From an optimization exercise on the open Yosys and OpenROAD flow, aimed at small area; shortcuts taken in it are not production practice. In this exercise RTL edits were held to simulation tests only and were not proved equivalent to the original. The flow treats the clock pin as an ideal source, which a real chip does not have.

Setup of wip/willow:
## ddr_main
module ddr_main (
    input        clk,
    input        rst,
    input        btnU,
    input        btnD,
    input        btnL,
    input        btnR,
    input  [7:0] sw,
    output [7:0] led,
    output [6:0] seg,
    output [3:0] an
);
==> flow/config.mk <==
export PLATFORM = sky130hd
export DESIGN_NAME = ddr_main
export DESIGN_NICKNAME = ddr_main
export VERILOG_FILES = /design/flow/design.v
export SDC_FILE = /design/flow/constraint.sdc
export NUM_CORES = 4
export LEC_CHECK = 0
export ABC_AREA = 1
export CAP_MARGIN = 20
export CORE_MARGIN = 2
export CORE_UTILIZATION = 75
export SLEW_MARGIN = 20
==> flow/constraint.sdc <==
create_clock -name core_clock -period 16.0 [get_ports {clk}]
set_input_delay 3.2000 -clock core_clock [delete_from_list [all_inputs] [get_ports {clk}]]
set_output_delay 3.2000 -clock core_clock [all_outputs]
set_load 0.01 [all_outputs]
standard.sh (not shown) runs the stock make flow with config.mk's settings and CLKGATE_MAP_FILE= SYNTH_SCRIPT=/design/flow/synth_recipe.tcl, a recipe that flattens the netlist after the stock synthesis.
==> flow/flow/run.sh <==
#!/bin/bash
# Own layout flow: the standard synthesis, then an area re-mapping of the
# combinational logic (registers untouched), then the standard layout steps
# with the clock tree built without dummy loads.
set -euo pipefail
W=$(pwd)
R=$W/orfs/results/${FLOW_PLATFORM}/ddr_main/base
YOSYS=yosys
if ! command -v yosys >/dev/null 2>&1; then
  YOSYS=$FLOW_HOME/../tools/install/yosys/bin/yosys
fi

bash standard.sh synth > $W/log_synth.txt 2>&1
cp $R/1_2_yosys.v $W/standard_synth.v
# Re-map the combinational logic with several ABC scripts in parallel and
# keep the smallest netlist.
R2="balance; rewrite; refactor; balance; rewrite; rewrite -z; balance; refactor -z; rewrite -z; balance"
mkdir -p $W/reopt
SCRIPTS="$W/flow/area.abc $W/flow/area_lut.abc"
for seed in ${DEEP_SEEDS:-1 2 3 4 5 6 7 8 9 10}; do
  printf "strash\n$R2\n&get -n\n&deepsyn -S $seed -T ${DEEP_T:-40}\n&put\ndch -f\namap\n" > $W/reopt/deep$seed.abc
  SCRIPTS="$SCRIPTS $W/reopt/deep$seed.abc"
done
n=0
for sc in $SCRIPTS; do
  n=$((n+1))
  REOPT_IN=$W/standard_synth.v REOPT_OUT=$W/reopt/r$n.v REOPT_ABC=$sc \
    $YOSYS -c $W/flow/reopt.tcl > $W/reopt/log_r$n.txt 2>&1 &
  if (( n % ${NUM_CORES:-4} == 0 )); then wait; fi
done
wait
best=""
best_area=1e18
for f in $W/reopt/r*.v; do
  a=$(sed -n "s/.*Chip area for module '.ddr_main': \([0-9.]*\).*/\1/p" $f.after.txt)
  echo "$f $a" >> $W/log_reopt.txt
  if awk "BEGIN{exit !($a < $best_area)}"; then best=$f; best_area=$a; fi
done
echo "best $best $best_area" >> $W/log_reopt.txt
cp $best $W/reopt.v
cp $W/reopt.v $R/1_2_yosys.v
touch $R/1_2_yosys.v

CTS="-sink_clustering_enable -repair_clock_nets -dont_use_dummy_load"
CTS="$CTS -buf_list sky130_fd_sc_hd__clkbuf_8 -sink_clustering_size 40 -sink_clustering_max_diameter 200"
BUF="-inputs -outputs -buffer_cell sky130_fd_sc_hd__buf_1"
bash standard.sh "CTS_ARGS=$CTS" "BUFFER_PORTS_ARGS=$BUF" \
  "PRE_CTS_TCL=$W/flow/pre_cts.tcl" "CLK_SLEW_TARGET=0.090" ${STOP_AT:-finish} > $W/log_layout.txt 2>&1
==> flow/flow/pre_cts.tcl <==
# Hook sourced by ORFS's cts.tcl before clock tree synthesis: after the
# standard clock_tree_synthesis, shrink clock buffers that have slew margin.
source [file join [file dirname [info script]] downsize.tcl]
rename clock_tree_synthesis orfs_clock_tree_synthesis
proc clock_tree_synthesis {args} {
  orfs_clock_tree_synthesis {*}$args
  set_propagated_clock [all_clocks]
  estimate_parasitics -placement
  puts "clock buffers before downsizing: max clock pin slew [clk_max_slew]"
  downsize_clock_buffers $::env(CLK_SLEW_TARGET)
}
Other scripts of this flow, unchanged in this note and not shown: flow/flow/area.abc, flow/flow/area_lut.abc, flow/flow/downsize.tcl, flow/flow/reopt.tcl
The final layout from wip/willow, which completed every stage, passed the timing, DRC and antenna checks at the end of the flow.
### wip/willow -> wip/nickel
Settings: CORE_UTILIZATION now 88, was 75.
Notes after the runs:
Status(wip/nickel) = ERROR, stage = 3_1_place_gp_skip_io. Post-synth net total: wip/willow vs wip/nickel identical. Count of mapped cells out of synthesis delta (wip/willow -> wip/nickel): insignificant. wip/nickel: width of the die is 7.3% lower than what wip/willow reported. Any difference in mean instance size in the synthesized netlist between wip/nickel and wip/willow is small enough to ignore. There was hardly any difference in cell area after technology mapping between wip/willow and wip/nickel. [compare] base=wip/willow new=wip/nickel: site row count dropped 9.7%, starting density of the core increased 15 points. Taking wip/nickel as 1.0, wip/willow lands at 1.08 on height of the die.
Changes in wip/juniper relative to wip/nickel:
Settings: changing CORE_UTILIZATION from 88 to 75.
-- flow/flow/run.sh --
<<< wip/nickel, line 18
mkdir -p $W/reopt
SCRIPTS="$W/flow/area.abc $W/flow/area_lut.abc"
for seed in ${DEEP_SEEDS:-1 2 3 4 5 6 7 8 9 10}; do
  printf "strash\n$R2\n&get -n\n&deepsyn -S $seed -T ${DEEP_T:-40}\n&put\ndch -f\namap\n" > $W/reopt/deep$seed.abc
  SCRIPTS="$SCRIPTS $W/reopt/deep$seed.abc"
done
>>> wip/juniper, line 18
mkdir -p $W/reopt
SCRIPTS="$W/flow/area.abc $W/flow/area_lut.abc"
for seed in ${DEEP_SEEDS:-$(seq 1 22)}; do
  printf "strash\n$R2\n&get -n\n&deepsyn -S $seed -T ${DEEP_T:-30}\n&put\ndch -f\namap\n" > $W/reopt/deep$seed.abc
  SCRIPTS="$SCRIPTS $W/reopt/deep$seed.abc"
done
<<< wip/nickel, line 46
BUF="-inputs -outputs -buffer_cell sky130_fd_sc_hd__buf_1"
bash standard.sh "CTS_ARGS=$CTS" "BUFFER_PORTS_ARGS=$BUF" \
  "PRE_CTS_TCL=$W/flow/pre_cts.tcl" "CLK_SLEW_TARGET=0.090" ${STOP_AT:-finish} > $W/log_layout.txt 2>&1
>>> wip/juniper, line 46
BUF="-inputs -outputs -buffer_cell sky130_fd_sc_hd__buf_1"
bash standard.sh "CTS_ARGS=$CTS" "BUFFER_PORTS_ARGS=$BUF" \
  "PRE_CTS_TCL=$W/flow/pre_cts.tcl" "CLK_SLEW_TARGET=0.095" ${STOP_AT:-finish} > $W/log_layout.txt 2>&1
--- outcome ---
wip/juniper: flow completed, timing, DRC and antenna clean. Between wip/juniper and wip/nickel, the difference in cell count after synthesis is negligible. Side by side, y dimension of the die turned out higher in wip/juniper than in wip/nickel. The effective utilization at floorplan in wip/juniper was lower than what wip/nickel gave.

-- re-timing with driven ports --
No port has a modelled driver above. Below, the same layouts with a new extraction and two added sets of constraints. Step 1 (the two cells are an assumption about what drives the block):
set clk [get_ports {clk}]
set_driving_cell -lib_cell sky130_fd_sc_hd__clkbuf_16 $clk
set_driving_cell -lib_cell sky130_fd_sc_hd__buf_2 [delete_from_list [all_inputs] $clk]
Step 2 adds t to the input delays and takes it off the output delays; t is the mean of the earliest and latest rising clock arrival at the registers after step 1. Input paths then give back, and output paths get back, about the clock's delay inside the block. a / b / c = no drivers / after step 1 / after step 2; a / b = the first two.
| run | shift t [ns] | slack for setup (ns) | worst setup path at the end |
|---|---|---|---|
| wip/willow | 0.558 | 9.305 / 9.273 / 9.831 | register to output |
| wip/juniper | 0.557 | 9.287 / 9.255 / 9.812 | register to output |
After both steps setup and hold are still met in every run listed.
